This design comes from an exercise in tuning for small area, a short achievable clock period and few clock cycles on the open sky130 flow, not from production work. Where RTL was checked, it was by simulation tests only, not by an equivalence proof against the original. The RTL of runs 1 and 3 was laid out without a check of its function. Power is estimated from default activity; no workload was simulated.

**flow/config.mk**
```make
export PLATFORM = sky130hd
export DESIGN_NAME = mips_cpu
export DESIGN_NICKNAME = mips_cpu
export VERILOG_FILES = /design/flow/design.v
export SDC_FILE = /design/flow/constraint.sdc
export NUM_CORES = 4
export LEC_CHECK = 0
export CAP_MARGIN = 20
export CORE_MARGIN = 2
export CORE_UTILIZATION = 40
export SLEW_MARGIN = 20
```
**flow/constraint.sdc**
```tcl
create_clock -name core_clock -period 11.0 [get_ports {clk}]
set_input_delay 2.2000 -clock core_clock [delete_from_list [all_inputs] [get_ports {clk}]]
set_output_delay 2.2000 -clock core_clock [all_outputs]
set_load 0.01 [all_outputs]
```
**flow/design.v**
```verilog
localparam
	OP_R     = 6'b000000,
	OP_J     = 6'b000010,
	OP_JAL   = 6'b000011,
	OP_BEQ   = 6'b000100,
	OP_BNE   = 6'b000101,
	OP_ADDI  = 6'b001000,
	OP_ADDIU = 6'b001001,
	OP_SLTI  = 6'b001010,
	OP_SLTIU = 6'b001011,
	OP_ANDI  = 6'b001100,
	OP_ORI   = 6'b001101,
	OP_XORI  = 6'b001110,
	OP_LUI   = 6'b001111,
	OP_LW    = 6'b100011,
	OP_SW    = 6'b101011;
`timescale 1ns / 1ps
module alu (
	input  wire [31:0] a,
	input  wire [31:0] b,         
	input  wire        sub,       
	input  wire [4:0]  sa,
	input  wire        shv,       
	input  wire        sh16,      
	input  wire        shr,       
	input  wire [2:0]  sel,       
	output wire [31:0] sum,       
	output reg  [31:0] result
);
	localparam SEL_SUM = 3'd0, SEL_AND = 3'd1, SEL_OR = 3'd2, SEL_XOR = 3'd3,
	           SEL_NOR = 3'd4, SEL_SLT = 3'd5, SEL_SLTU = 3'd6, SEL_SH = 3'd7;
	wire [33:0] s34 = {1'b0, a, 1'b1} + {1'b0, sub ? ~b : b, sub};
	assign sum = s34[32:1];
	wire ltu = ~s34[33];
	wire lts = (a[31] ^ b[31]) ? a[31] : s34[32];
	wire [31:0] amt = shv ? a : {27'd0, sh16 ? 5'd16 : sa};
	wire big = |amt[31:5];
	wire [31:0] brev;
	genvar i;
	generate for (i = 0; i < 32; i = i + 1) begin : rev
		assign brev[i] = b[31 - i];
	end endgenerate
	wire [31:0] sin = shr ? b : brev;
	wire [31:0] sr = sin >> amt[4:0];
	wire [31:0] srev;
	generate for (i = 0; i < 32; i = i + 1) begin : rev2
		assign srev[i] = sr[31 - i];
	end endgenerate
	wire [31:0] sh = big ? 32'd0 : (shr ? sr : srev);
	always @(*) begin
		case (sel)
			SEL_SUM:  result = sum;
			SEL_AND:  result = a & b;
			SEL_OR:   result = a | b;
			SEL_XOR:  result = a ^ b;
			SEL_NOR:  result = ~(a | b);
			SEL_SLT:  result = {31'd0, lts};
			SEL_SLTU: result = {31'd0, ltu};
			default:  result = sh;
		endcase
	end
endmodule
`timescale 1ns / 1ps
module regFile(
	input  wire        clk,
	input  wire        wreg,
	input  wire [4:0]  n1, n2,
	input  wire [4:0]  writeReg,
	input  wire [31:0] regData,
	output wire [31:0] op1, op2
);
	wire [31:0] q [0:32];
	wire [32:0] s1, s2;
	assign q[0] = 32'd0;
	assign q[32] = 32'd0;
	assign s1[0] = 1'b0;
	assign s2[0] = 1'b0;
	assign s1[32] = 1'b0;
	assign s2[32] = 1'b0;
	genvar i;
	generate for (i = 1; i < 32; i = i + 1) begin : r
		reg [31:0] d;
		always @(posedge clk)
			if (wreg && writeReg == i)
				d <= regData;
		assign q[i] = d;
		assign s1[i] = n1 == i;
		assign s2[i] = n2 == i;
	end endgenerate
	wire [31:0] g1 [0:10];
	wire [31:0] g2 [0:10];
	generate for (i = 0; i < 11; i = i + 1) begin : g
		assign g1[i] = ({32{s1[3*i]}} & q[3*i]) | ({32{s1[3*i+1]}} & q[3*i+1]) | ({32{s1[3*i+2]}} & q[3*i+2]);
		assign g2[i] = ({32{s2[3*i]}} & q[3*i]) | ({32{s2[3*i+1]}} & q[3*i+1]) | ({32{s2[3*i+2]}} & q[3*i+2]);
	end endgenerate
	assign op1 = (g1[0] | g1[1] | g1[2] | g1[3]) | (g1[4] | g1[5] | g1[6] | g1[7]) | (g1[8] | g1[9] | g1[10]);
	assign op2 = (g2[0] | g2[1] | g2[2] | g2[3]) | (g2[4] | g2[5] | g2[6] | g2[7]) | (g2[8] | g2[9] | g2[10]);
endmodule
`timescale 1ns / 1ps
module mips_cpu (
	input  wire        clk,
	input  wire        rst,
	output wire [31:0] imem_addr,
	input  wire [31:0] imem_data,
	output wire        dmem_ren,
	output wire        dmem_wen,
	output wire [31:0] dmem_addr,
	output wire [31:0] dmem_wdata,
	input  wire [31:0] dmem_rdata
);
localparam
	OP_R     = 6'b000000,
	OP_J     = 6'b000010,
	OP_JAL   = 6'b000011,
	OP_BEQ   = 6'b000100,
	OP_BNE   = 6'b000101,
	OP_ADDI  = 6'b001000,
	OP_ADDIU = 6'b001001,
	OP_SLTI  = 6'b001010,
	OP_SLTIU = 6'b001011,
	OP_ANDI  = 6'b001100,
	OP_ORI   = 6'b001101,
	OP_XORI  = 6'b001110,
	OP_LUI   = 6'b001111,
	OP_LW    = 6'b100011,
	OP_SW    = 6'b101011;
	reg [31:0] pc;
	wire [5:0] fop = imem_data[31:26];
	wire [5:0] ffn = imem_data[5:0];
	wire [4:0] frs = imem_data[25:21];
	wire [4:0] frt = imem_data[20:16];
	wire [4:0] frd = imem_data[15:11];
	wire r_type  = fop == OP_R;
	wire f_add   = r_type && (ffn == 6'b100000 || ffn == 6'b100001);
	wire f_sub   = r_type && (ffn == 6'b100010 || ffn == 6'b100011);
	wire f_and   = r_type && ffn == 6'b100100;
	wire f_or    = r_type && ffn == 6'b100101;
	wire f_xor   = r_type && ffn == 6'b100110;
	wire f_nor   = r_type && ffn == 6'b100111;
	wire f_slt   = r_type && ffn == 6'b101010;
	wire f_sltu  = r_type && ffn == 6'b101011;
	wire f_shift = r_type && ffn[5:3] == 3'b000 && ffn[1:0] != 2'b01;
	wire f_jr    = r_type && ffn == 6'b001000;
	wire i_addi  = fop == OP_ADDI || fop == OP_ADDIU;
	wire i_slti  = fop == OP_SLTI;
	wire i_sltiu = fop == OP_SLTIU;
	wire i_andi  = fop == OP_ANDI;
	wire i_ori   = fop == OP_ORI;
	wire i_xori  = fop == OP_XORI;
	wire i_lui   = fop == OP_LUI;
	wire i_lw    = fop == OP_LW;
	wire i_sw    = fop == OP_SW;
	wire i_beq   = fop == OP_BEQ;
	wire i_bne   = fop == OP_BNE;
	wire i_j     = fop == OP_J;
	wire i_jal   = fop == OP_JAL;
	wire r_alu   = f_add | f_sub | f_and | f_or | f_xor | f_nor | f_slt | f_sltu;
	wire r_write = r_alu | f_shift;
	wire i_write = i_addi | i_slti | i_sltiu | i_andi | i_ori | i_xori | i_lui | i_lw;
	wire [4:0] f_waddr = i_jal ? 5'd31 : (r_type ? frd : frt);
	wire f_wen = (r_write | i_write | i_jal) && f_waddr != 5'd0;
	wire [2:0] f_sel =
		(f_and | i_andi) ? 3'd1 :
		(f_or  | i_ori)  ? 3'd2 :
		(f_xor | i_xori) ? 3'd3 :
		f_nor            ? 3'd4 :
		(f_slt | i_slti | i_sltiu) ? 3'd5 :
		f_sltu           ? 3'd6 :
		(f_shift | i_lui) ? 3'd7 : 3'd0;
	wire f_br   = (i_beq | i_bne) & (imem_data[15:0] != 16'd0);
	wire f_pred = f_br & imem_data[15];
	wire rs_used = r_alu | (f_shift & ffn[2]) | f_jr | (i_write & ~i_lui) | i_sw | f_br;
	wire rt_used = r_write | f_br;
	reg [15:0] ir;       
	reg [31:0] x_alt;    
	reg [31:0] ra;       
	reg [31:0] rb;       
	reg        x_rb;     
	reg        x_zimm;   
	reg        x_sub;
	reg [2:0]  x_sel;
	reg        x_shv, x_shr, x_lui;
	reg        x_wen;
	reg [4:0]  x_waddr;
	reg        x_lw, x_sw, x_beq, x_bne, x_pred, x_j, x_jr, x_jal;
	reg        x_stfwd;  
	reg [31:0] m_val;    
	reg [31:0] m_st;     
	reg        m_lw, m_sw, m_wen;
	reg [4:0]  m_waddr;
	wire [31:0] bimm = {{16{ir[15] & ~x_zimm}}, ir[15:0]};
	wire [31:0] alu_b = x_rb ? rb : bimm;
	wire [31:0] sum, alu_out;
	alu ALU (
		.a(ra), .b(alu_b), .sub(x_sub),
		.sa(ir[10:6]), .shv(x_shv), .sh16(x_lui), .shr(x_shr),
		.sel(x_sel),
		.sum(sum), .result(alu_out)
	);
	wire [31:0] pc_seq = pc + 32'd1;
	wire [31:0] x_res = x_jal ? pc_seq : alu_out;
	wire eq = ra == rb;
	wire taken = (x_beq & eq) | (x_bne & ~eq);
	wire redirect = (x_beq | x_bne) & (taken ^ x_pred);
	wire [31:0] m_wd = m_lw ? dmem_rdata : m_val;
	assign dmem_ren   = m_lw;
	assign dmem_wen   = m_sw;
	assign dmem_addr  = m_val;
	assign dmem_wdata = m_st;
	wire stall = x_lw & x_wen &
		((rs_used & (frs == x_waddr)) | (rt_used & (frt == x_waddr)));
	wire [31:0] f_simm = {{16{imem_data[15]}}, imem_data[15:0]};
	wire [32:0] f_btgt1 = {pc, 1'b1} + {f_simm, 1'b1};   
	wire [31:0] f_btgt = f_btgt1[32:1];
	assign imem_addr = pc;
	wire [31:0] rf_a, rf_b;
	regFile REGFILE (
		.clk(clk), .wreg(m_wen), .n1(frs), .n2(frt),
		.writeReg(m_waddr), .regData(m_wd), .op1(rf_a), .op2(rf_b)
	);
	wire x_take = !(rst || redirect || stall);
	always @(posedge clk) begin
		ra <= (x_wen && x_waddr == frs) ? x_res :
		      (m_wen && m_waddr == frs) ? m_wd : rf_a;
		rb <= (x_wen && x_waddr == frt) ? x_res :
		      (m_wen && m_waddr == frt) ? m_wd : rf_b;
		ir      <= imem_data[15:0];
		x_alt   <= i_j | i_jal ? {26'd0, pc[31:26]} + {6'd0, imem_data[25:0]} :
		           (f_pred ? pc_seq : f_btgt);
		x_rb    <= r_type;
		x_zimm  <= i_andi | i_ori | i_xori | i_sltiu | i_lui;
		x_sub   <= f_sub | f_slt | f_sltu | i_slti | i_sltiu;
		x_sel   <= f_sel;
		x_shv   <= r_type & ffn[2];
		x_shr   <= r_type & ffn[1];
		x_lui   <= i_lui;
		x_waddr <= f_waddr;
		x_pred  <= f_pred;
		x_stfwd <= x_lw & x_wen & (frt == x_waddr);
		x_wen   <= x_take & f_wen;
		x_lw    <= x_take & i_lw;
		x_sw    <= x_take & i_sw;
		x_beq   <= x_take & f_br & i_beq;
		x_bne   <= x_take & f_br & i_bne;
		x_j     <= x_take & (i_j | i_jal);
		x_jr    <= x_take & f_jr;
		x_jal   <= x_take & i_jal;
		m_val   <= x_res;
		m_st    <= x_stfwd ? m_wd : rb;
		m_waddr <= x_waddr;
		if (rst) begin
			m_lw  <= 1'b0;
			m_sw  <= 1'b0;
			m_wen <= 1'b0;
		end else begin
			m_lw  <= x_lw;
			m_sw  <= x_sw;
			m_wen <= x_wen;
		end
		if (rst)
			pc <= 32'd0;
		else if (redirect || x_j)
			pc <= x_alt;
		else if (x_jr)
			pc <= ra;
		else if (stall)
			pc <= pc;
		else if (f_pred)
			pc <= f_btgt;
		else
			pc <= pc_seq;
	end
endmodule
```
**flow/flow/run.sh**
```bash
#!/bin/bash
# The standard layout, with timing repair aiming for 7 ns of setup slack.
set -euo pipefail
bash standard.sh SETUP_SLACK_MARGIN=7 finish > standard_make.log 2>&1
```
**flow/standard.sh**
```bash
#!/bin/bash
# synth_recipe.tcl (not shown) runs the flow's synth.tcl, then flattens the netlist and writes it again
# the make line also repeats each setting of config.mk as NAME=value (left out here)
make -C /OpenROAD-flow-scripts/flow DESIGN_CONFIG=/design/flow/config.mk WORK_HOME=/design/flow/orfs CLKGATE_MAP_FILE= SYNTH_SCRIPT=/design/flow/synth_recipe.tcl "${@:-finish}"
```
==> impl_results.md, run 1 <==
- Max-Cap Viols: 0
- Root buf cell: clkbuf_16
- # DRC: 0
- GR Util All Layers: 42.2%
- Share of cells above drive strength 1: 22.2%
- IO Count: 164
- Final worst slack: 6.65 ns
- Final HPWL DP: 199 mm
- Die area: 0.159 mm2
- Antenna violations before repair: 19
- Combinational Power Share: 21.5%
- FFs w/ async S/R, synth: 0%
- Drt via density: 7.65
- Crit path cell chain: buf_12, inv_16, ha_4, inv_2, fa_2, a211oi_2, o21bai_2, a2111oi_4, o21bai_2, buf_4, a21boi_4, xnor2_2, a211oi_2, a21oi_2, a221oi_2, nor2_1
- Final instance area: 0.0778 mm2
- CTS Buf Count: 133
- Post-DR wirelength/cell: 44.4 um
- Unrepaired setup endpoints after global routing: yes
- Syn avg cell area: 11.5 um2
- Pint: 9.30 mW
- Fin. max-slew vios: 0
- First-pass GRT wire length: 461 mm
- Detailed Route Iter0 Violations: 12200
- YS warnings: 3
- Peak supply drop: 0.183 mV
- Layout Skew: 0.0660 ns
- Worst slack at placement: 4.85 ns
- WP data arrival: 5.01 ns
- WP data required: 11.66 ns
- Top FF cell, synth: edfxtp_1
- DIE WIDTH: 399 um
- Clock Power Share: 34.9%
- Worst skew pair latency: 0.83 ns
- CTS tree: done
- Die height: 399 um
- Largest net degree at the start of global routing: 75
- Vias post-DR: 60700
- Cell count after synthesis: 5399
- Crit path launch type: primary input
- Final setup fails: 0
- Final Hold Vio Count: 0
- Initial Utilization: 40.4%
- Clk sinks: 1232
- Placer Congestion: 1.05
- Core area: 0.154 mm2
- Pwr dens: 175 mW/mm2
- Worst Setup End Kind: flop
- Setup TNS: 0 ns
- Number of global-route vias before repair: 55400
- Post-synth top area share: 47.8%
- Hold Buf Count CTS: 0
- Sequential power share: 43.6%
- Sequential fraction of the synthesis area: 55.5%
- Syn nets: 5601
- Yosys cell types: 99
- Grt total ovfl: 0
- CP peak stage delay: 0.47 ns
- Worst-margin pin slew: 1.37 ns
- Bufs on Longest Clock Path: 3
- Switching share of power: 31.8%
- Synth top area cells: edfxtp_1 (48%), dfxtp_1 (7.7%), a221oi_1 (4.9%)
- Relative slew slack: 8.29%
- Status: finished clean
- DP Area: 0.0674 mm2
- EDFF count, synth: 992
- H-tree levels: 4
- Most frequent cells in the layout: edfxtp_1 (992), a221oi_1 (319), a22oi_1 (306)
- FMAX: 230 MHz
- FP Rows: 144
- Register clock-pin slew on the reported worst setup and hold paths: 0.06 ns
- Critical path class: in -> reg
- Layout area overhead: 24.8%
- Crit path time final: 4.35 ns
- WL final: 353 mm
- Fin nets: 5962
- Commonest non-fill, non-tap cell in the layout: edfxtp_1
- P_leak: 26.9 nW
- Total power: 13.6 mW
- Post-synth top area cell: edfxtp_1
- # port buffers: 163
- Post-Synthesis Cell Area: 0.0624 mm2
- Sw power: 4.34 mW
- Routed Antenna Nets: 0
- Final worst-path cycle share: 39.6%
- Yosys reg bits: 1232
- HP Class: reg -> reg
- First-pass DRT Iterations: 13
- Worst-path fanout max: 3
- Crit-path slowest cell: a2111oi_4
-- stage by stage --
step,hold WS [ns],cells,utilization [%]
after floorplan,0.375,5399,-
after global placement,0.385,7405,43.6
after detailed placement,0.391,7406,43.6
after CTS,0.401,7795,48.8
after global routing,0.409,7915,50.4
final,0.400,7942,50.4
-- kinds of logic after synthesis --
logic type / after synthesis / synth area share, %
AOI/OAI and AO/OA: 1902 / 22.7
xor gates and xnor gates: 193 / 2.71
adders and majority gates: 136 / 2.75
buffers and inverters: 535 / 3.46
DFF: 1232 / 55.5
muxes: 170 / 3.19
and+or+nand+nor: 1231 / 9.69
-- power groups by stage --
stage | combinational (mW) | clock [mW] | sequential (mW)
CTS | 2.60 | 4.71 | 5.92
global route | 2.99 | 4.91 | 5.94
detailed placement | 2.43 | 0 | 6.02
global placement | 2.42 | 0 | 6.02
finish | 2.93 | 4.76 | 5.95
floorplan | 1.20 | 0 | 5.89
-- state kept, by name (all words and copies together), names as in the netlist, 3 cells and up --
register and cells:
REGFILE.r.d 992, ir 16, m_st 32, m_val 32, m_waddr 5, pc 32, ra 32, rb 32
x_alt 32, x_sel 3, x_waddr 5
-- synthesized netlist by cell type (14+ instances only) --
| library cell | count |
|---|---|
| edfxtp_1 | 992 |
| nor2_1 | 352 |
| a221oi_1 | 350 |
| a21oi_1 | 308 |
| a22oi_1 | 307 |
| a22o_1 | 306 |
| clkbuf_1 | 298 |
| nand2_1 | 256 |
| dfxtp_1 | 240 |
| nand4_1 | 164 |
| o21ai_0 | 164 |
| inv_1 | 139 |
| ha_1 | 134 |
| xnor2_1 | 131 |
| nand3_1 | 128 |
| nor3_1 | 105 |
| mux2i_1 | 90 |
| a211oi_1 | 68 |
| xor2_1 | 62 |
| mux2_2 | 57 |
| o211ai_1 | 55 |
| and3_1 | 47 |
| buf_1 | 47 |
| a21o_1 | 42 |
| o22ai_1 | 38 |
| nor2b_1 | 34 |
| a222oi_1 | 29 |
| buf_2 | 27 |
| nor4_1 | 27 |
| nand2b_1 | 23 |
| o31ai_1 | 22 |
| a221o_1 | 21 |
| a31oi_1 | 20 |
| and2_1 | 19 |
| o221ai_1 | 18 |
| o21ai_1 | 16 |
| o21bai_1 | 15 |
| or3_1 | 15 |
| mux4_2 | 14 |
-- final timing paths --
check	startpoint	endpoint	slack, ns	cells after the start
max reg2reg	x_rb	ra[0]	6.85	16
min reg2reg	x_waddr[3]	m_waddr[3]	0.40	0
max	imem_data[0]	pc[14]	6.65	16
min	x_waddr[3]	m_waddr[3]	0.40	0
-- layout make-up --
cell class / instances / area (um2)
diodes: 27 / 67.6
inverters: 144 / 577
well taps: 2044 / 2560
repair buffers: 616 / 6580
multi-input cells: 3633 / 28700
fillers: 13300 / 76600
clock buffers: 170 / 3610
clock inverters: 76 / 995
flip-flops and latches: 1232 / 34700
-- what timing repair did --
action,4_1_cts,5_1_grt
gates resized for setup,581,276
endpoints found under the setup margin,203,145
pin swaps,110,121
buffers inserted,133,108
cloned,10,12
-- worst max-delay path, delay by kind of cell --
family / cells / cell delay (ns)
compound gates: 8 / 1.78
fa+ha+maj: 2 / 0.47
buf+inv: 4 / 0.38
xor+xnor: 1 / 0.10
simple gates: 1 / 0.07
-- per-layer routing --
layer,global-route usage (%),part of all wire [%],up-vias
li1,-,-,22500
met1,48.0,32,29000
met2,59.9,40,6747
met3,20.3,17,2467
met4,33.8,12,30
met5,1.18,0.27,-
==> run 2, diff against run 1 <==
--- a/flow/design.v
+++ b/flow/design.v
@@ -29,10 +29,10 @@
 );
 	localparam SEL_SUM = 3'd0, SEL_AND = 3'd1, SEL_OR = 3'd2, SEL_XOR = 3'd3,
 	           SEL_NOR = 3'd4, SEL_SLT = 3'd5, SEL_SLTU = 3'd6, SEL_SH = 3'd7;
-	wire [33:0] s34 = {1'b0, a, 1'b1} + {1'b0, sub ? ~b : b, sub};
-	assign sum = s34[32:1];
-	wire ltu = ~s34[33];
-	wire lts = (a[31] ^ b[31]) ? a[31] : s34[32];
+	wire [32:0] s33 = {1'b0, a} + {1'b0, sub ? ~b : b} + {32'd0, sub};
+	assign sum = s33[31:0];
+	wire ltu = ~s33[32];
+	wire lts = (a[31] ^ b[31]) ? a[31] : s33[31];
 	wire [31:0] amt = shv ? a : {27'd0, sh16 ? 5'd16 : sa};
 	wire big = |amt[31:5];
 	wire [31:0] brev;
@@ -210,8 +210,7 @@
 	wire stall = x_lw & x_wen &
 		((rs_used & (frs == x_waddr)) | (rt_used & (frt == x_waddr)));
 	wire [31:0] f_simm = {{16{imem_data[15]}}, imem_data[15:0]};
-	wire [32:0] f_btgt1 = {pc, 1'b1} + {f_simm, 1'b1};   
-	wire [31:0] f_btgt = f_btgt1[32:1];
+	wire [31:0] f_btgt = pc_seq + f_simm;
 	assign imem_addr = pc;
 	wire [31:0] rf_a, rf_b;
 	regFile REGFILE (
==> flow/run.sh (new file) <==
#!/bin/bash
# synth_recipe.tcl (not shown) runs the flow's synth.tcl, then flattens the netlist and writes it again
# the make line also repeats each setting of config.mk as NAME=value (left out here)
make -C /OpenROAD-flow-scripts/flow DESIGN_CONFIG=/design/flow/config.mk WORK_HOME=/design/flow/orfs CLKGATE_MAP_FILE= SYNTH_SCRIPT=/design/flow/synth_recipe.tcl finish
--- a/flow/config.mk
+++ b/flow/config.mk
@@ -8,4 +8,5 @@
 export CAP_MARGIN = 20
 export CORE_MARGIN = 2
 export CORE_UTILIZATION = 40
+export SETUP_SLACK_MARGIN = 5
 export SLEW_MARGIN = 20
removed: flow/flow/run.sh
removed: flow/standard.sh
==> run 2 against run 1 <==
  * Flip-flop and latch count did not move
  * Via count fell by 6.1%
  * Count of clock-buffer cells in the layout fell by 11
  * Wire length fell by 6.9%
  * Largest power group unchanged
  * Utilization fell by 4.0 points
  * Die area fell by 0.12%
  * Clock skew fell by 0.0054 ns
  * Critical path type unchanged
  * Still clean
  * Synthesized cell count rose by 0.33%
==> impl_results.md, run 2 <==
- Setup TNS: 0 ns (unchanged)
- Commonest non-fill, non-tap cell in the layout: edfxtp_1
- Crit path time final: 5.94 ns (+1.59 ns)
- Synth top area cells: edfxtp_1 (48%), a22oi_1 (8.8%), dfxtp_1 (7.7%)
- Synth Area in Compound Gates: 21.4% (-1.3 points)
- Crit path cell chain: clkdlybuf4s50_1, nand2b_1, nor2_4, buf_4, a222oi_1, nand4_1, nor4_1, nand2_1, o211ai_1, o21ai_0
- CTS Buf Count: 133 (unchanged)
- Hold slack final: 0.425 ns (+0.0253 ns)
- Syn avg cell area: 11.5 um2 (-0.46%)
- GR Util All Layers: 40.0% (-2.2 points)
- First-pass DRT Iterations: 12 (-1)
- Worst-margin pin slew: 1.32 ns (-0.0496 ns)
- Fin. max-slew vios: 0 (unchanged)
- YS warnings: 3 (unchanged)
- Die area: 0.159 mm2 (-0.12%)
- Bufs on Longest Clock Path: 3 (unchanged)
- Final worst-path cycle share: 54.0% (+14 points)
- Commonest cells in the netlist: edfxtp_1 (992), a22oi_1 (727), nand2_1 (357)
- Root buf cell: clkbuf_16
- Top-count cell post-synth: edfxtp_1
- Yosys reg bits: 1232 (unchanged)
- FP Rows: 144 (unchanged)
- FMAX: 168 MHz (-27%)
- Sequential fraction of the synthesis area: 55.5% (+0.069 points)
- Syn nets: 5619 (+0.32%)
- Final setup fails: 0 (unchanged)
- Most frequent cells in the layout: edfxtp_1 (992), a22oi_1 (726), nand2_1 (356)
- H-tree levels: 4 (unchanged)
- CP peak stage delay: 0.80 ns (+0.33 ns)
- Initial Utilization: 40.3% (-0.050 points)
- Peak supply drop: 0.173 mV (-5.7%)
- Filler cells: 13900 (+5.0%)
- Placer Congestion: 0.999 (-4.9%)
- XOR/XNOR share of the synthesized area: 2.66% (-0.053 points)
- Core area: 0.154 mm2 (unchanged)
- Max-Cap Viols: 0 (unchanged)
- Crit-path slowest cell: nor4_1
- Crit path launch type: primary input
- Fin nets: 5707 (-4.3%)
- Detailed Route Iter0 Violations: 12100 (-1.1%)
- FFs w/ async S/R, synth: 0% (unchanged)
- Area occupied by multi-input gates: 0.0263 mm2 (-8.5%)
- Grt total ovfl: 0 (unchanged)
- Combinational family with the most area after synthesis: compound AO/OA/AOI/OAI gates
- Top FF cell, synth: edfxtp_1
- First-pass GRT wire length: 439 mm (-4.8%)
- Share of cells above drive strength 1: 11.8% (-10 points)
- WP data required: 11.63 ns (-0.03 ns)
- Register Area: 0.0346 mm2 (-0.33%)
- Post-synth top area cell: edfxtp_1
- Mux share of post-synthesis cell area: 4.04% (+0.85 points)
- Fraction of the mapped netlist area in simple logic gates: 10.0% (+0.33 points)
- Die height: 399 um (about the same)
- Unrepaired setup endpoints after global routing: no
- Max reg flops: 992 (unchanged)
- Yosys cell types: 104 (+5.1%)
- # port buffers: 163 (unchanged)
- Antenna violations before repair: 16 (-3)
- Worst skew pair latency: 0.83 ns (about the same)
- Vias post-DR: 57000 (-6.1%)
- CTS tree: done
- Post-synth top area share: 47.8% (+0.060 points)
- R2R Setup Slk: 5.26 ns (-1.59 ns)
- Cell count after synthesis: 5417 (+0.33%)
- WL final: 328 mm (-6.9%)
- Pwr dens: 183 mW/mm2 (+4.3%)
- Post-DR wirelength/cell: 42.8 um (-3.6%)
- Largest net degree at the start of global routing: 72 (-4.0%)
- IO Count: 164 (unchanged)
- Final HPWL DP: 199 mm (about the same)
- Synth Area in Adders: 2.77% (+0.015 points)
- Register clock-pin slew on the reported worst setup and hold paths: 0.06 ns (about the same)
- Biggest register: REGFILE.r.d
- Status: finished clean
- Critical path class: in -> reg
- Worst-path fanout max: 23 (+20)
- Clk sinks: 1232 (unchanged)
- Drt via density: 7.44 (-2.8%)
- Worst Setup End Kind: flop
- Number of global-route vias before repair: 53000 (-4.2%)
- Post-Synthesis Cell Area: 0.0623 mm2 (-0.12%)
- Final Hold Vio Count: 0 (unchanged)
- # DRC: 0 (unchanged)
- Layout Skew: 0.0606 ns (-0.00540 ns)
- DIE WIDTH: 399 um (about the same)
- WP data arrival: 6.58 ns (+1.57 ns)
- Relative slew slack: 11.7% (+3.4 points)
- Layout area overhead: 15.2%
- Routed Antenna Nets: 0 (unchanged)
- HP Class: reg -> reg
- EDFF count, synth: 992 (unchanged)
- P_leak: 24.4 nW (-9.0%)
[run 2: cell types whose count changed after synthesis, sizes merged, moves of 30 or more]
cell	previous run	this run
a21oi	311	201
a221o	21	51
a221oi	351	64
a22o	306	95
a22oi	308	727
nand2	259	360
nand4	164	128
[run 2: timing repair]
action,CTS,global route
gates resized for setup,2,3
hold buffers,0,0
buffers inserted,0,0
setup endpoints to repair,4,12
hold endpoints to repair,0,0
pin swaps,0,0
[run 2: final cells by class]
class,count,share of cell area [%]
Sequential cell,1232,48.2
Multi-Input combinational cell,3629,36.6
Clock buffer,159,4.86
Timing Repair Buffer,349,4.28
Tap cell,2044,3.57
Clock inverter,81,1.51
Inverter,160,0.837
Antenna cell,14,0.0488
[run 2: critical path: cells and delay by family]
kind,cells,cell delay [ns]
buf+inv,2,1.20
simple gates,5,2.40
compound gates,3,0.71
[run 2: layer usage]
metal / GRT usage [%] / vias to the layer above / share of wire [%]
met2: 58.2 / 5864 / 41
li1: - / 21800 / -
met1: 47.9 / 27500 / 34
met5: 0.938 / - / 0.13
met3: 16.2 / 1851 / 15
met4: 28.5 / 24 / 9.4
[run 2: logic make-up after synthesis]
| logic type | Yosys count |
|---|---|
| buffers and inverters | 556 |
| adder cells (fa/ha/maj) | 136 |
| AND/OR/NAND/NOR | 1291 |
| XOR/XNOR | 189 |
| AO/OA/AOI/OAI | 1817 |
| multiplexers | 196 |
| flip-flops | 1232 |
[run 2: through the flow]
stage	setup WS [ns]	util, %	cells	power (mW)	instance area (um2)
2_1_floorplan	6.19	-	5417	7.04	62300
3_3_place_gp	4.24	43.4	7412	8.29	67000
3_5_place_dp	4.24	43.4	7412	8.30	67000
4_1_cts	5.08	46.4	7652	12.9	71600
5_1_grt	5.03	46.4	7655	13.3	71700
6_report	5.06	46.5	7668	13.1	71700
[run 2: path summary, 6_finish.rpt]
path / from / endpoint / cells after the start
worst max-delay path: imem_data[20] / rb[6] / 10
worst min-delay path: x_waddr[3] / m_waddr[3] / 0
worst max register to register: x_rb / ra[29] / 15
worst min register to register: x_waddr[3] / m_waddr[3] / 0
[run 2: power by group]
| part | total, mW | switching (mW) | internal (mW) |
|---|---|---|---|
| combinational | 2.50 | 1.80 | 0.701 |
| sequential | 5.85 | 0.191 | 5.66 |
| clock | 4.76 | 2.11 | 2.65 |
| total | 13.1 | 4.10 | 9.01 |
Testbench counts of run 2, summed over its fixed seeds: cycles 25,152.
==> run 3, diff against run 2 <==
--- a/flow/design.v
+++ b/flow/design.v
@@ -29,10 +29,10 @@
 );
 	localparam SEL_SUM = 3'd0, SEL_AND = 3'd1, SEL_OR = 3'd2, SEL_XOR = 3'd3,
 	           SEL_NOR = 3'd4, SEL_SLT = 3'd5, SEL_SLTU = 3'd6, SEL_SH = 3'd7;
-	wire [32:0] s33 = {1'b0, a} + {1'b0, sub ? ~b : b} + {32'd0, sub};
-	assign sum = s33[31:0];
-	wire ltu = ~s33[32];
-	wire lts = (a[31] ^ b[31]) ? a[31] : s33[31];
+	wire [33:0] s34 = {1'b0, a, 1'b1} + {1'b0, sub ? ~b : b, sub};
+	assign sum = s34[32:1];
+	wire ltu = ~s34[33];
+	wire lts = (a[31] ^ b[31]) ? a[31] : s34[32];
 	wire [31:0] amt = shv ? a : {27'd0, sh16 ? 5'd16 : sa};
 	wire big = |amt[31:5];
 	wire [31:0] brev;
@@ -210,7 +210,8 @@
 	wire stall = x_lw & x_wen &
 		((rs_used & (frs == x_waddr)) | (rt_used & (frt == x_waddr)));
 	wire [31:0] f_simm = {{16{imem_data[15]}}, imem_data[15:0]};
-	wire [31:0] f_btgt = pc_seq + f_simm;
+	wire [32:0] f_btgt1 = {pc, 1'b1} + {f_simm, 1'b1};   
+	wire [31:0] f_btgt = f_btgt1[32:1];
 	assign imem_addr = pc;
 	wire [31:0] rf_a, rf_b;
 	regFile REGFILE (
==> flow/flow/run.sh (new file) <==
#!/bin/bash
# The standard layout with two changes to how it is made:
# - synthesis maps logic with flow/abc_speed.script, an area-oriented ABC
#   script, in place of ORFS's abc_speed.script (a copy of ORFS's scripts
#   folder with only that file replaced);
# - timing repair aims for 7 ns of setup slack.
set -euo pipefail
here=$(pwd)
rm -rf "$here/orfs_scripts"
cp -r "$FLOW_HOME/scripts" "$here/orfs_scripts"
cp "$here/flow/abc_speed.script" "$here/orfs_scripts/abc_speed.script"
bash standard.sh SCRIPTS_DIR="$here/orfs_scripts" SETUP_SLACK_MARGIN=7 finish > standard_make.log 2>&1
==> flow/flow/abc_speed.script (new file) <==
&get -n
&st
&dch
&nf -a
&put
buffer -c
topo
stime -c
upsize -c
dnsize -c
==> flow/standard.sh (new file) <==
#!/bin/bash
# synth_recipe.tcl (not shown) runs the flow's synth.tcl, then flattens the netlist and writes it again
# the make line also repeats each setting of config.mk as NAME=value (left out here)
make -C /OpenROAD-flow-scripts/flow DESIGN_CONFIG=/design/flow/config.mk WORK_HOME=/design/flow/orfs CLKGATE_MAP_FILE= SYNTH_SCRIPT=/design/flow/synth_recipe.tcl "${@:-finish}"
--- a/flow/config.mk
+++ b/flow/config.mk
@@ -8,5 +8,4 @@
 export CAP_MARGIN = 20
 export CORE_MARGIN = 2
 export CORE_UTILIZATION = 40
-export SETUP_SLACK_MARGIN = 5
 export SLEW_MARGIN = 20
removed: flow/run.sh
==> run 3 against run 2 <==
  * Total power is 1.3% higher
  * Area after synthesis is 4.6% lower
  * Register-to-register slack better by 1.7 ns
  * Clock skew grew 0.0098 ns
  * Die area is 4.5% lower
  * Highest routed layer unchanged
  * Largest power group unchanged
==> impl_results.md, run 3 <==
- Final Hold Vio Count: 0 (unchanged)
- Core area: 0.148 mm2 (-4.4%)
- Cell count after synthesis: 4878 (-10%)
- Pwr dens: 178 mW/mm2 (-2.5%)
- Largest net degree at the start of global routing: 63 (-13%)
- H-tree levels: 4 (unchanged)
- WP data required: 11.65 ns (+0.02 ns)
- Status: finished clean
- WL final: 272 mm (-17%)
- EDFF count, synth: 992 (unchanged)
- Yosys cell types: 84 (-19%)
- Share of cells above drive strength 1: 22.1% (+10 points)
- First-pass GRT wire length: 366 mm (-17%)
- CTS Buf Count: 132 (-0.75%)
- # DRC: 0 (unchanged)
- Detailed Route Iter0 Violations: 11100 (-7.7%)
- Mux share of post-synthesis cell area: 4.00% (-0.046 points)
- Routed Antenna Nets: 0 (unchanged)
- Bufs on Longest Clock Path: 3 (unchanged)
- Worst skew pair latency: 0.80 ns (-0.03 ns)
- Hold Buf Count CTS: 0 (unchanged)
- Die area: 0.152 mm2 (-4.5%)
- Vias post-DR: 51700 (-9.2%)
- Critical path class: in -> reg
- Synth top area cells: edfxtp_1 (50%), a222oi_1 (9.5%), dfxtp_1 (8.1%)
- Final HPWL DP: 166 mm (-17%)
- Yosys reg bits: 1232 (unchanged)
- CP top delay family: compound AO/OA/AOI/OAI gates
- First-pass DRT Iterations: 11 (-1)
- Sequential fraction of the synthesis area: 58.2% (+2.7 points)
- # port buffers: 163 (unchanged)
- CTS tree: done
- Register clock-pin slew on the reported worst setup and hold paths: 0.06 ns (about the same)
- Combinational family with the most area after synthesis: compound AO/OA/AOI/OAI gates
- Peak supply drop: 0.188 mV (+9.0%)
- Grt total ovfl: 0 (unchanged)
- WP data arrival: 5.04 ns (-1.54 ns)
- Commonest non-fill, non-tap cell in the layout: edfxtp_1
- DIE WIDTH: 389 um (-2.3%)
- FFs w/ async S/R, synth: 0% (unchanged)
- Layout Skew: 0.0704 ns (+0.00979 ns)
- Relative slew slack: 15.8% (+4.1 points)
- Synth Area in Adders: 2.89% (+0.12 points)
- Top-count cell post-synth: edfxtp_1
- Final setup fails: 0 (unchanged)
- Drt via density: 7.12 (-4.3%)
- Fin nets: 5432 (-4.8%)
- Post-synth top area cell: edfxtp_1
- Syn nets: 5080 (-9.6%)
- Worst Setup End Kind: flop
- Commonest cells in the netlist: edfxtp_1 (992), a222oi_1 (563), clkbuf_1 (344)
- Max-Cap Viols: 0 (unchanged)
- Die height: 389 um (-2.3%)
- Clk sinks: 1232 (unchanged)
- Biggest register: REGFILE.r.d
- Worst path bufs/invs: 3 (+1)
- GR Util All Layers: 33.9% (-6.1 points)
- Post-Synthesis Cell Area: 0.0594 mm2 (-4.6%)
- Initial Utilization: 40.2% (-0.086 points)
- Crit path launch type: primary input
- YS warnings: 3 (unchanged)
- Number of global-route vias before repair: 47300 (-11%)
- Fraction of the mapped netlist area in simple logic gates: 8.12% (-1.9 points)
- Antenna violations before repair: 11 (-5)
- Post-synth top area share: 50.1% (+2.3 points)
- HP Class: reg -> reg
- Layout area overhead: 25.4%
- Synth Area in Compound Gates: 20.5% (-0.89 points)
- Post-DR wirelength/cell: 37.4 um (-13%)
- Placer Congestion: 0.982 (-1.7%)
- Worst-margin pin slew: 1.23 ns (-0.0936 ns)
- P_leak: 25.3 nW (+3.5%)
- CP peak stage delay: 0.90 ns (+0.10 ns)
- Syn avg cell area: 12.2 um2 (+6.0%)
- Crit-path slowest cell: a2111oi_4
- Most frequent cells in the layout: edfxtp_1 (992), a222oi_1 (563), buf_4 (288)
- Final worst-path cycle share: 39.9% (-14 points)
- Max reg flops: 992 (unchanged)
- FP Rows: 141 (-2.1%)
- Fin. max-slew vios: 0 (unchanged)
- Crit path time final: 4.39 ns (-1.56 ns)
- CP dominant cell by count: buf_12
- IO Count: 164 (unchanged)
- Worst-path fanout max: 32 (+39%)
- Unrepaired setup endpoints after global routing: yes
- Top FF cell, synth: edfxtp_1
- XOR/XNOR share of the synthesized area: 2.80% (+0.14 points)
- Root buf cell: clkbuf_16
- Setup TNS: 0 ns (unchanged)
- Layout Utilization: 50.5% (+4.0 points)
- Crit path cell chain: buf_16, nand2b_4, buf_12, nor3_4, buf_12, a22oi_1, nand4_1, a2111oi_4, a41oi_2, a21oi_1, mux2i_1
- FMAX: 228 MHz (+35%)
-- run 3: changes by cell type after synthesis, sizes merged, moves of 32 or more --
cell / before / now
nor2: 341 / 236
a22o: 95 / 15
buf: 89 / 45
o21ai: 180 / 296
clkbuf: 307 / 345
a22oi: 727 / 134
a221o: 51 / 7
xnor2: 127 / 95
nand3: 130 / 86
nand4: 128 / 166
a222oi: 57 / 563
nand2: 360 / 291
a21oi: 201 / 261
xor2: 62 / 95
-- run 3: cell type report --
| type | instances | area, um2 |
|---|---|---|
| Antenna cell | 8 | 20.0 |
| Clock buffer | 178 | 3610 |
| Sequential cell | 1232 | 34700 |
| Tap cell | 1930 | 2410 |
| Fill cell | 12600 | 73100 |
| Clock inverter | 56 | 709 |
| Multi-Input combinational cell | 3122 | 25800 |
| Timing Repair inverter | 3 | 20.0 |
| Inverter | 139 | 571 |
| Timing Repair Buffer | 600 | 6710 |
-- run 3: kinds of logic after synthesis --
group,Yosys count
muxes,192
DFF,1232
AOI/OAI and AO/OA,1599
and+or+nand+nor,1000
adders and majority gates,136
xor gates and xnor gates,190
buffers and inverters,529
-- run 3: worst paths after layout --
check / from / endpoint / slack, ns / cells past startpoint
max: imem_data[21] / ra[14] / 6.61 / 11
min: x_sw / m_sw / 0.45 / 1
max reg2reg: x_rb / m_val[28] / 6.95 / 14
min reg2reg: x_sw / m_sw / 0.45 / 1
-- run 3: through the flow --
step / instance area [um2] / std cells / setup WS (ns) / total power [mW] / hold WS (ns)
floorplan: 60200 / 4878 / 6.66 / 7.06 / 0.373
global placement: 64200 / 6731 / 4.09 / 8.44 / 0.417
detailed placement: 64400 / 6735 / 4.33 / 8.47 / 0.430
CTS: 72400 / 7160 / 6.83 / 13.0 / 0.425
global route: 74500 / 7260 / 6.77 / 13.5 / 0.461
finish: 74500 / 7268 / 6.61 / 13.3 / 0.451
-- run 3: metal layers --
| metal | wire length, um | global-route usage (%) | vias to the layer above |
|---|---|---|---|
| met2 | 113000 | 49.3 | 4435 |
| met4 | 22700 | 22.1 | 8 |
| li1 | - | - | 21000 |
| met5 | 49 | 0 | - |
| met3 | 40700 | 11.7 | 879 |
| met1 | 94800 | 43.0 | 25400 |
-- run 3: power by group --
group	leakage, nW	switching [mW]	internal [mW]	total (mW)
logic	12.2	2.04	0.843	2.88
registers	11.0	0.230	5.70	5.93
clock network	2.09	1.96	2.50	4.46
-- run 3: timing repair --
item | in CTS | in global routing
pin swaps | 153 | 163
setup endpoints to repair | 194 | 219
resized for setup | 572 | 274
gates cloned | 30 | 16
setup buffers | 161 | 79
-- run 3: worst register-to-register path, stage by stage (launching register included) --
cell	delay [ns]
dfxtp_4	0.40
buf_12	0.18
buf_12	0.13
mux2i_4	0.32
xnor2_1	0.11
ha_1	0.39
a21oi_1	0.18
nor2b_1	0.42
o21bai_2	0.15
a21oi_1	0.31
o31ai_2	0.16
xnor2_1	0.14
o21ai_0	0.14
o31ai_4	0.53
inv_1	0.33
==> run 4, diff against run 3 <==
--- a/flow/design.v
+++ b/flow/design.v
@@ -168,7 +168,8 @@
 		f_sltu           ? 3'd6 :
 		(f_shift | i_lui) ? 3'd7 : 3'd0;
 	wire f_br   = (i_beq | i_bne) & (imem_data[15:0] != 16'd0);
-	wire f_pred = f_br & imem_data[15];
+	wire f_same = frs == frt;
+	wire f_pred = f_br & (i_beq & f_same | ~(i_bne & f_same) & imem_data[15]);
 	wire rs_used = r_alu | (f_shift & ffn[2]) | f_jr | (i_write & ~i_lui) | i_sw | f_br;
 	wire rt_used = r_write | f_br;
 	reg [15:0] ir;       
==> run 4 against run 3 <==
  * First-iteration DRC count is 6.6% higher
  * Clock skew rose by 0.021 ns
  * Sequential power hardly changed
  * Combinational power about the same
  * Largest power group unchanged
==> impl_results.md, run 4 <==
- Status: finished clean
- Fin. max-slew vios: 0 (unchanged)
- Top FF cell, synth: edfxtp_1
- Most frequent cells in the layout: edfxtp_1 (992), a222oi_1 (562), buf_4 (348)
- First-pass DRT Iterations: 13 (+2)
- Pwr dens: 169 mW/mm2 (-5.0%)
- WP data arrival: 5.04 ns (about the same)
- Drt via density: 7.13 (+0.18%)
- Met1 wire length: 94.7 mm (-0.17%)
- Hold Buf Count CTS: 0 (unchanged)
- Crit path time final: 4.38 ns (-0.00477 ns)
- Post-synth top area share: 50.0% (-0.16 points)
- Die height: 390 um (+0.16%)
- Number of global-route vias before repair: 47700 (+0.86%)
- Clk sinks: 1232 (unchanged)
- Worst-path fanout max: 8 (-75%)
- GR Util All Layers: 33.1% (-0.83 points)
- Filler cells: 12400 (-1.4%)
- Clock Power Share: 31.8% (-1.8 points)
- Crit path launch type: primary input
- Worst-margin pin slew: 1.19 ns (-0.0386 ns)
- YS warnings: 3 (unchanged)
- Post-DR wirelength/cell: 37.1 um (-0.75%)
- HP Class: reg -> reg
- CTS Buf Count: 121 (-8.3%)
- FFs w/ async S/R, synth: 0% (unchanged)
- Largest net degree at the start of global routing: 66 (+4.8%)
- Detailed Route Iter0 Violations: 11900 (+6.6%)
- Highest routing layer actually used: met5
- Final setup fails: 0 (unchanged)
- Register clock-pin slew on the reported worst setup and hold paths: 0.06 ns (about the same)
- Total power: 12.9 mW (-2.8%)
- Setup crit start: imem_data[19]
- CTS tree: done
- Core area: 0.148 mm2 (+0.12%)
- Final Hold Vio Count: 0 (unchanged)
- Bufs on Longest Clock Path: 3 (unchanged)
- Final worst slack: 6.62 ns (+0.00477 ns)
- Placer Congestion: 1.00 (+1.8%)
- Post-Synthesis Cell Area: 0.0596 mm2 (+0.32%)
- Unrepaired setup endpoints after global routing: yes
- Final worst-path cycle share: 39.9% (-0.043 points)
- WP data required: 11.65 ns (about the same)
- # port buffers: 163 (unchanged)
- Routed met2 length: 114 mm (+0.53%)
- Synth top area cells: edfxtp_1 (50%), a222oi_1 (9.4%), dfxtp_1 (8.1%)
- Worst skew pair latency: 0.82 ns (+0.02 ns)
- Reg2reg path depth: 11 (-3)
- Top-count cell post-synth: edfxtp_1
- DIE WIDTH: 390 um (+0.16%)
- Grt total ovfl: 0 (unchanged)
- Routed Antenna Nets: 0 (unchanged)
- Combinational Power Share: 22.2% (+0.5 points)
- Syn avg cell area: 12.2 um2 (-0.15%)
- Initial Utilization: 40.3% (+0.080 points)
- Commonest cells in the netlist: edfxtp_1 (992), a222oi_1 (562), clkbuf_1 (337)
- Vias post-DR: 52700 (+1.9%)
- Sequential fraction of the synthesis area: 58.0% (-0.18 points)
- Post-synth top area cell: edfxtp_1
- Critical path class: in -> reg
- Final HPWL DP: 160 mm (-3.7%)
- Antenna violations before repair: 8 (-3)
- Fin nets: 5551 (+2.2%)
- Sw power: 4.11 mW (-2.8%)
- FF-to-FF Start: x_shr
- Die area: 0.152 mm2 (+0.31%)
- Yosys cell types: 84 (unchanged)
- Syn nets: 5103 (+0.45%)
- Relative slew slack: 20.5% (+4.6 points)
- Met3 Wirelength: 42.2 mm (+3.7%)
- Share of cells above drive strength 1: 25.3% (+3.2 points)
- # DRC: 0 (unchanged)
- Hold Path Cell Cnt: 1 (unchanged)
- Worst slack at placement: 4.76 ns (+0.431 ns)
- Max-Cap Viols: 0 (unchanged)
- Setup TNS: 0 ns (unchanged)
- EDFF count, synth: 992 (unchanged)
- Biggest register: REGFILE.r.d
- FP Rows: 141 (unchanged)
- Layout area overhead: 28.0%
- IO Count: 164 (unchanged)
- Pint: 8.80 mW (-2.8%)
- FMAX: 228 MHz (+0.11%)
- Root buf cell: clkbuf_16
- Max reg flops: 992 (unchanged)
- Layout Utilization: 51.6% (+1.1 points)
- P_leak: 26.2 nW (+3.5%)
- First-pass GRT wire length: 360 mm (-1.7%)
- Layout Skew: 0.0916 ns (+0.0212 ns)
- Cell count after synthesis: 4901 (+0.47%)
- Switching share of power: 31.8% (about the same)
- Peak supply drop: 0.167 mV (-11%)
- Yosys reg bits: 1232 (unchanged)
- WL final: 274 mm (+0.92%)
- Commonest non-fill, non-tap cell in the layout: edfxtp_1
- Hold_sp: x_sw
- H-tree levels: 3 (-1)
- Worst Setup End Kind: flop
- Sequential power share: 46.1% (+1.4 points)
## run 4: cell types whose count changed in the layout (fill, tap and decap cells not counted), sizes merged, moves of 12 or more
| cell | before | now |
|---|---|---|
| o211ai | 47 | 20 |
| nand3 | 86 | 104 |
| o31ai | 41 | 53 |
| bufbuf | 18 | 6 |
| clkinv | 45 | 65 |
| a21oi | 261 | 226 |
| a211oi | 49 | 67 |
| and3 | 37 | 49 |
| buf | 435 | 538 |
## run 4: cells by family (layout without fill, tap and decap cells)
family | Yosys count | after routing | synth area share [%]
buf+inv | 532 | 1081 | 3.49
flops | 1232 | 1232 | 58.0
fa+ha+maj | 136 | 136 | 2.88
xor+xnor | 196 | 196 | 2.88
compound gates | 1560 | 1561 | 20.2
simple gates | 1054 | 1056 | 8.59
mux | 191 | 191 | 3.96
other cells | 0 | 7 | 0
## run 4: layer usage
layer	vias to the layer above	track usage [%]
met2	4843	48.0
li1	21200	-
met1	25600	42.6
met3	969	9.85
met5	-	0
met4	6	22.5
## run 4: worst paths after layout
path / to / slack (ns)
max: rb[18] / 6.62
min: m_sw / 0.44
max reg2reg: ra[8] / 6.93
min reg2reg: m_sw / 0.44
## run 4: per-stage QoR
stage | instance area (um2) | hold slack [ns] | cells
2_1_floorplan | 61000 | 0.375 | 4901
3_3_place_gp | 64800 | 0.414 | 6767
3_5_place_dp | 64900 | 0.406 | 6769
4_1_cts | 72100 | 0.420 | 7149
5_1_grt | 76300 | 0.444 | 7383
6_report | 76300 | 0.438 | 7390
## run 4: power by group through the flow
stage	Sequential, mW	Clock [mW]	Combinational (mW)
floorplan	5.93	0	1.16
global placement	6.03	0	2.38
detailed placement	6.03	0	2.43
CTS	5.93	4.09	2.56
global route	5.94	4.28	2.94
finish	5.95	4.10	2.86
## run 4: critical path: stages
cell      delay [ns]
buf_12          0.13
buf_16          0.14
buf_6           0.12
nand2b_4        0.12
nor3_4          0.07
buf_12          0.14
buf_4           0.14
buf_16          0.15
a222oi_1        0.38
nand4_1         0.53
or4_1           0.65
o211ai_1        0.15
o21ai_1         0.10
## run 4: what timing repair did
item	CTS	global route
gates cloned	32	38
setup endpoints to repair	191	181
resized for setup	507	455
buffers inserted	121	194
pin swaps	139	266
## run 4: cell type report
class / instances / area, um2 / area share (%)
repair inverters: 4 / 40.0 / 0.0525
clock inverters: 76 / 669 / 0.877
inverters: 136 / 598 / 0.784
clock buffers: 151 / 3200 / 4.20
diodes: 7 / 17.5 / 0.0230
repair buffers: 714 / 8190 / 10.7
multi-input cells: 3140 / 26500 / 34.7
well taps: 1930 / 2410 / 3.17
flip-flops and latches: 1232 / 34700 / 45.5
Testbench counts of run 4, summed over its fixed seeds: cycles 24,917.
==> run 5, diff against run 4 <==
--- a/flow/config.mk
+++ b/flow/config.mk
@@ -8,4 +8,7 @@
 export CAP_MARGIN = 20
 export CORE_MARGIN = 2
 export CORE_UTILIZATION = 40
+export CTS_BUF_LIST = sky130_fd_sc_hd__clkbuf_8
+export CTS_CLUSTER_DIAMETER = 50
+export CTS_CLUSTER_SIZE = 14
 export SLEW_MARGIN = 20
==> run 5 against run 4 <==
  * Still clean
  * Critical path depth fell by 1
  * Area after synthesis did not move
  * Sequential share of layout area grew 2.2 points
  * Critical path type unchanged
==> impl_results.md, run 5 <==
- Syn nets: 5103 (unchanged)
- Status: finished clean
- Unrepaired setup endpoints after global routing: yes
- Switching share of power: 33.7% (+1.9 points)
- Drt via density: 7.10 (-0.40%)
- Bufs on Longest Clock Path: 3 (unchanged)
- Post-synth top area share: 50.0% (unchanged)
- Largest net degree at the start of global routing: 66 (unchanged)
- Clk sinks: 1232 (unchanged)
- First-pass GRT wire length: 356 mm (-1.1%)
- Peak supply drop: 0.129 mV (-23%)
- Hold Buf Count CTS: 0 (unchanged)
- Share of cells above drive strength 1: 21.8% (-3.5 points)
- Detailed Route Iter0 Violations: 11400 (-4.0%)
- DIE WIDTH: 390 um (unchanged)
- Most frequent cells in the layout: edfxtp_1 (992), a222oi_1 (562), buf_4 (299)
- Final worst-path cycle share: 39.0% (-0.89 points)
- Yosys cell types: 84 (unchanged)
- Post-DR wirelength/cell: 36.7 um (-1.2%)
- Worst skew pair latency: 0.94 ns (+0.12 ns)
- Final Hold Vio Count: 0 (unchanged)
- Top FF cell, synth: edfxtp_1
- H-tree levels: 3 (unchanged)
- EDFF count, synth: 992 (unchanged)
- Combinational Power Share: 23.8% (+1.6 points)
- WP data required: 11.78 ns (+0.13 ns)
- WL final: 266 mm (-2.8%)
- Commonest cells in the netlist: edfxtp_1 (992), a222oi_1 (562), clkbuf_1 (337)
- Worst-path fanout max: 32 (+24)
- Register clock-pin slew on the reported worst setup and hold paths: 0.10 ns (+0.04 ns)
- Number of global-route vias before repair: 47100 (-1.3%)
- Antenna violations before repair: 14 (+6)
- Root buf cell: clkbuf_8
- Worst Setup End Kind: flop
- Commonest non-fill, non-tap cell in the layout: edfxtp_1
- Sequential fraction of the synthesis area: 58.0% (unchanged)
- WP data arrival: 5.07 ns (+0.03 ns)
- FMAX: 233 MHz (+2.3%)
- Worst-margin pin slew: 1.14 ns (-0.0480 ns)
- FFs w/ async S/R, synth: 0% (unchanged)
- Yosys reg bits: 1232 (unchanged)
- CTS tree: done
- Layout Skew: 0.0786 ns (-0.0130 ns)
- Pint: 7.68 mW (-13%)
- Filler cells: 12800 (+3.7%)
- Syn avg cell area: 12.2 um2 (unchanged)
- Pwr dens: 159 mW/mm2 (-5.9%)
- # DRC: 0 (unchanged)
- Relative slew slack: 23.9% (+3.4 points)
- Fin nets: 5446 (-1.9%)
- Worst slack at placement: 4.76 ns (unchanged)
- Grt total ovfl: 0 (unchanged)
- P_leak: 25.0 nW (-4.3%)
- Routed Antenna Nets: 0 (unchanged)
- Core area: 0.148 mm2 (unchanged)
- Post-Synthesis Cell Area: 0.0596 mm2 (unchanged)
- HP Class: reg -> reg
- Layout area overhead: 22.1%
- Cell count after synthesis: 4901 (unchanged)
- Final worst slack: 6.71 ns (+0.0983 ns)
- First-pass DRT Iterations: 11 (-2)
- Crit path launch type: primary input
- Max reg flops: 992 (unchanged)
- Critical path class: in -> reg
- Biggest register: REGFILE.r.d
- Top-count cell post-synth: edfxtp_1
- Max-Cap Viols: 0 (unchanged)
- CTS Buf Count: 115 (-5.0%)
- IO Count: 164 (unchanged)
- # port buffers: 163 (unchanged)
- Fin. max-slew vios: 0 (unchanged)
- Initial Utilization: 40.3% (unchanged)
- FP Rows: 141 (unchanged)
- Die area: 0.152 mm2 (unchanged)
- Post-synth top area cell: edfxtp_1
- Vias post-DR: 51600 (-2.0%)
- Sequential power share: 51.2% (+5.1 points)
- Clock Power Share: 25.0% (-6.8 points)
- Placer Congestion: 1.00 (unchanged)
- Final setup fails: 0 (unchanged)
- Die height: 390 um (unchanged)
- Final HPWL DP: 160 mm (unchanged)
- Crit path time final: 4.29 ns (-0.0983 ns)
- GR Util All Layers: 32.8% (-0.32 points)
- Sw power: 3.91 mW (-4.8%)
- Synth top area cells: edfxtp_1 (50%), a222oi_1 (9.4%), dfxtp_1 (8.1%)
- YS warnings: 3 (unchanged)
- Setup TNS: 0 ns (unchanged)
## run 5: cell counts after synthesis
No cell type changed its count.
## run 5: worst paths after layout
kind / from / endpoint / slack [ns] / cells after the start
hold reg to reg: x_sw / m_sw / 0.44 / 1
setup reg to reg: x_shr / ra[10] / 6.99 / 11
setup / recovery: imem_data[19] / rb[27] / 6.71 / 12
hold / removal: x_sw / m_sw / 0.44 / 1
## run 5: metal layers
layer	GRT usage [%]	vias up	wire (um)	part of all wire (%)
li1	-	21000	-	-
met1	42.0	25200	93200	35
met2	47.6	4602	111000	42
met3	10.6	903	39600	15
met4	21.3	20	22100	8.3
met5	0.447	-	339	0.13
## run 5: timing repair
item,CTS,global route
setup buffers,107,130
endpoints found under the hold margin,0,0
setup endpoints to repair,229,166
gates resized for setup,510,282
pin swaps,99,176
cloned,27,21
## run 5: kinds of logic (layout without fill, tap and decap cells)
group	count (synthesis)	after routing	share of synthesized area (%)
buffers and inverters	532	959	3.49
muxes	191	191	3.96
other	0	9	0
AOI/OAI and AO/OA	1560	1560	20.2
and+or+nand+nor	1054	1056	8.59
DFF	1232	1232	58.0
xor gates and xnor gates	196	196	2.88
adders and majority gates	136	136	2.88
## run 5: final cells by class
type	instances	area [um2]	share of cell area (%)
Tap cell	1930	2410	3.32
Sequential cell	1232	34700	47.7
Multi-Input combinational cell	3139	25700	35.4
Inverter	136	579	0.796
Clock inverter	80	627	0.861
Antenna cell	9	22.5	0.0309
Clock buffer	123	1690	2.33
Timing Repair Buffer	618	6980	9.58
Timing Repair inverter	2	20.0	0.0275
## run 5: power by group through the flow
stage / Clock, mW / Combinational [mW] / Sequential, mW
CTS: 2.90 / 2.51 / 5.92
floorplan: 0 / 1.16 / 5.93
global route: 3.07 / 2.85 / 5.93
finish: 2.90 / 2.76 / 5.93
global placement: 0 / 2.38 / 6.03
detailed placement: 0 / 2.43 / 6.03
## run 5: metrics by stage
step | power, mW | cell area (um2) | std cells | hold WS, ns | utilization [%]
2_1_floorplan | 7.09 | 61000 | 4901 | 0.375 | -
3_3_place_gp | 8.40 | 64800 | 6767 | 0.414 | 43.8
3_5_place_dp | 8.46 | 64900 | 6769 | 0.406 | 43.9
4_1_cts | 11.3 | 70100 | 7106 | 0.432 | 47.4
5_1_grt | 11.8 | 72800 | 7262 | 0.437 | 49.2
6_report | 11.6 | 72800 | 7269 | 0.442 | 49.2
## run 5: critical path, cell delays in order
cell,delay [ns]
buf_12,0.13
buf_16,0.13
buf_6,0.11
nand2b_4,0.10
buf_4,0.14
nor4_4,0.04
buf_8,0.20
a222oi_1,0.33
nand4_1,0.73
or4_4,0.71
o211ai_1,0.10
o21ai_1,0.08
==> run 6, diff against run 5 <==
--- a/flow/config.mk
+++ b/flow/config.mk
@@ -10,5 +10,5 @@
 export CORE_UTILIZATION = 40
 export CTS_BUF_LIST = sky130_fd_sc_hd__clkbuf_8
 export CTS_CLUSTER_DIAMETER = 50
-export CTS_CLUSTER_SIZE = 14
+export CTS_CLUSTER_SIZE = 12
 export SLEW_MARGIN = 20
==> run 6 against run 5 <==
  * Cell area up 1.4%
  * Synthesized cell count unchanged
  * Critical path depth up 3
  * Clock skew up 0.00076 ns
  * Via count up 0.75%
  * Die area unchanged
  * Area after synthesis unchanged
  * Cell count up 0.78%
==> impl_results.md, run 6 <==
- Layout Utilization: 49.9% (+0.68 points)
- Commonest cells in the netlist: edfxtp_1 (992), a222oi_1 (562), clkbuf_1 (337)
- Crit path time final: 4.25 ns (-0.0323 ns)
- Share of cells above drive strength 1: 23.5% (+1.6 points)
- Commonest non-fill, non-tap cell in the layout: edfxtp_1
- Setup TNS: 0 ns (unchanged)
- Relative slew slack: 21.7% (-2.2 points)
- Post-synth top area share: 50.0% (unchanged)
- Layout Skew: 0.0794 ns (+0.000756 ns)
- Crit path cell chain: buf_6, buf_12, buf_6, nand2b_4, buf_6, nor4_4, buf_12, buf_4, clkbuf_16, a222oi_1, nand4_1, nor3_4, o21ai_1, nand2_1, o21ai_1
- Final setup fails: 0 (unchanged)
- Unrepaired setup endpoints after global routing: yes
- YS warnings: 3 (unchanged)
- FP Rows: 141 (unchanged)
- Vias post-DR: 52000 (+0.75%)
- EDFF count, synth: 992 (unchanged)
- Pwr dens: 162 mW/mm2 (+1.7%)
- Cell count after synthesis: 4901 (unchanged)
- Most frequent cells in the layout: edfxtp_1 (992), a222oi_1 (562), buf_4 (329)
- Synth top area cells: edfxtp_1 (50%), a222oi_1 (9.4%), dfxtp_1 (8.1%)
- Post-Synthesis Cell Area: 0.0596 mm2 (unchanged)
- Sequential fraction of the synthesis area: 58.0% (unchanged)
- CTS tree: done
- HP Class: reg -> reg
- Combinational family with the most area after synthesis: compound AO/OA/AOI/OAI gates
- P_leak: 25.4 nW (+1.6%)
- Worst Hold Endpoint: m_waddr[3]
- Clock Power Share: 27.0% (+2.0 points)
- # port buffers: 163 (unchanged)
- Max-Cap Viols: 0 (unchanged)
- Clk sinks: 1232 (unchanged)
- Final worst-path cycle share: 38.7% (-0.29 points)
- Combinational Power Share: 23.3% (-0.5 points)
- IO Count: 164 (unchanged)
- Max reg flops: 992 (unchanged)
- FFs w/ async S/R, synth: 0% (unchanged)
- Hold_sp: x_waddr[3]
- Register clock-pin slew on the reported worst setup and hold paths: 0.09 ns (about the same)
- CP peak stage delay: 0.58 ns (-0.15 ns)
- Synth Area in Compound Gates: 20.2% (unchanged)
- FMAX: 235 MHz (+0.76%)
- Syn nets: 5103 (unchanged)
- Grt total ovfl: 0 (unchanged)
- Core area: 0.148 mm2 (unchanged)
- Worst Setup End Kind: flop
- # DRC: 0 (unchanged)
- Sw power: 3.95 mW (+1.1%)
- Placer Congestion: 1.00 (unchanged)
- Status: finished clean
- Initial Utilization: 40.3% (unchanged)
- Layout area overhead: 23.8%
- Worst skew pair latency: 0.93 ns (about the same)
- Sequential power share: 49.7% (-1.5 points)
- Bufs on Longest Clock Path: 3 (unchanged)
- Mux share of post-synthesis cell area: 3.96% (unchanged)
- Hold Path Cell Cnt: 0 (-1)
- Final HPWL DP: 160 mm (unchanged)
- Fraction of the mapped netlist area in simple logic gates: 8.59% (unchanged)
- Post-synth top area cell: edfxtp_1
- Yosys cell types: 84 (unchanged)
- H-tree levels: 4 (+1)
- Worst-path fanout max: 6 (-81%)
- Post-Place Cells: 6769 (unchanged)
- Top-count cell post-synth: edfxtp_1
- Die area: 0.152 mm2 (unchanged)
- Root buf cell: clkbuf_8
- CP dominant cell by count: buf_6
- Fin nets: 5510 (+1.2%)
- Antenna violations before repair: 12 (-2)
- XOR/XNOR share of the synthesized area: 2.88% (unchanged)
- Fin. max-slew vios: 0 (unchanged)
- Synth Area in Adders: 2.88% (unchanged)
- Worst-margin pin slew: 1.17 ns (+0.0328 ns)
- Final Non-Filler Cells: 7326 (+0.78%)
- Pint: 7.99 mW (+4.1%)
- Die height: 390 um (unchanged)
- First-pass GRT wire length: 357 mm (+0.29%)
- CTS Buf Count: 135 (+17%)
- Number of global-route vias before repair: 47400 (+0.58%)
- DIE WIDTH: 390 um (unchanged)
- Yosys reg bits: 1232 (unchanged)
- Final Hold Vio Count: 0 (unchanged)
- Worst R2R End: rb[0]
- Post-DR wirelength/cell: 36.9 um (+0.69%)
- Critical path class: in -> reg
- Syn avg cell area: 12.2 um2 (unchanged)
- WL final: 270 mm (+1.5%)
- FF-to-FF Start: x_rb
- GR Util All Layers: 33.0% (+0.19 points)
- Crit path launch type: primary input
- Top FF cell, synth: edfxtp_1
- Largest net degree at the start of global routing: 73 (+11%)
- First-pass DRT Iterations: 14 (+3)
- Drt via density: 7.10 (about the same)
- Detailed Route Iter0 Violations: 11600 (+1.4%)
- Hold Buf Count CTS: 0 (unchanged)
- Switching share of power: 33.1% (-0.64 points)
- Reg2reg path depth: 18 (+7)
- R2R Setup Slk: 6.97 ns (-0.02 ns)
- WP data required: 11.76 ns (-0.02 ns)
- Biggest register: REGFILE.r.d
- Crit-path slowest cell: nand4_1
- WP data arrival: 5.02 ns (-0.05 ns)
- Peak supply drop: 0.148 mV (+14%)
- Routed Antenna Nets: 0 (unchanged)
==> run 6: per-stage QoR <==
step / setup WS, ns / hold WS [ns] / total power [mW] / instance area [um2]
finish: 6.75 / 0.436 / 11.9 / 73800
global route: 6.84 / 0.442 / 12.2 / 73800
CTS: 6.94 / 0.437 / 11.6 / 70500
detailed placement: 4.76 / 0.406 / 8.46 / 64900
global placement: 4.70 / 0.414 / 8.40 / 64800
floorplan: 6.73 / 0.375 / 7.09 / 61000
==> run 6: cell type report <==
class	count	area [um2]
Antenna cell	10	25.0
Clock buffer	144	1980
Clock inverter	71	704
Fill cell	12700	74000
Inverter	136	578
Multi-Input combinational cell	3138	26000
Sequential cell	1232	34700
Tap cell	1930	2410
Timing Repair Buffer	662	7370
Timing Repair inverter	3	36.3
==> run 6: cells by family (layout without fill, tap and decap cells) <==
| group | count (synthesis) | after routing |
|---|---|---|
| AO/OA/AOI/OAI | 1560 | 1560 |
| XOR/XNOR | 196 | 196 |
| adder cells (fa/ha/maj) | 136 | 136 |
| buffers and inverters | 532 | 1016 |
| flip-flops | 1232 | 1232 |
| multiplexers | 191 | 191 |
| other | 0 | 10 |
| AND/OR/NAND/NOR | 1054 | 1055 |
==> run 6: power by group through the flow <==
stage	clock network, mW	registers [mW]	logic (mW)
floorplan	0	5.93	1.16
finish	3.23	5.94	2.79
global placement	0	6.03	2.38
global route	3.40	5.93	2.87
detailed placement	0	6.03	2.43
CTS	3.22	5.92	2.49
==> run 6: timing repair <==
action	4_1_cts	5_1_grt
endpoints found under the setup margin	244	126
cloned	26	24
hold endpoints to repair	0	0
buffers inserted	115	165
pin swaps	105	184
gates resized for setup	519	337
==> run 6: worst max path at each step <==
stage                              from   endpoint  slack, ns  depth (start not counted)
after detailed placement  imem_data[22]     ra[15]       4.76                         10
after CTS                  imem_data[7]      pc[9]       6.94                         14
after global placement    imem_data[22]     ra[15]       4.70                         10
after floorplan            imem_data[0]  x_alt[22]       6.73                         11
after global routing      imem_data[16]     rb[27]       6.84                         11
final                     imem_data[19]     rb[20]       6.75                         15
==> run 6: critical path: cells and delay by family <==
family	cells	cell delay, ns
AOI/OAI and AO/OA	3	0.45
buffers and inverters	7	0.94
and+or+nand+nor	5	1.41
==> run 6: metal layers <==
metal | wire, um | GRT usage (%) | vias up
li1 | - | - | 21100
met2 | 113000 | 47.6 | 4618
met5 | 268 | 0.447 | -
met1 | 93300 | 42.2 | 25400
met4 | 22500 | 22.5 | 17
met3 | 41600 | 10.4 | 938

static timing again, ports no longer ideal:
How much do the figures lean on ideal ports? The routed layouts below were timed once more, with nothing changed but the port constraints. Step 1 (the two cells are an assumption about what drives the block):
set clk [get_ports {clk}]
set_driving_cell -lib_cell sky130_fd_sc_hd__clkbuf_16 $clk
set_driving_cell -lib_cell sky130_fd_sc_hd__buf_2 [delete_from_list [all_inputs] $clk]
Step 2 also shifts input and output timing later by t, the mid clock arrival at the registers, as if the neighbouring blocks saw the same clock. a / b / c = no drivers / after step 1 / after step 2; a / b = the first two.
run	t, ns	slack for setup (ns)	hold slack, ns	slew at the worst register clock pin (ns)	worst slew at a driven data input, ns
run 1	0.885	6.645 / 6.677 / 5.793	0.400 / 0.400 / 0.400	0.08 / 0.08	0.07
run 2	0.874	5.056 / 5.085 / 4.211	0.425 / 0.425 / 0.425	0.09 / 0.09	0.09
run 3	0.847	6.611 / 6.464 / 5.618	0.451 / 0.451 / 0.451	0.07 / 0.07	0.28
run 4	0.857	6.615 / 6.648 / 5.791	0.438 / 0.438 / 0.438	0.07 / 0.07	0.18
run 5	0.966	6.714 / 6.734 / 5.768	0.442 / 0.442 / 0.442	0.10 / 0.10	0.15
run 6	0.969	6.746 / 6.725 / 5.756	0.436 / 0.436 / 0.436	0.09 / 0.09	0.16
After both steps every run listed still meets setup and hold. The setup slack of run 3, which loses most, moves by -0.147 ns with the drivers and by -0.993 ns with both steps.
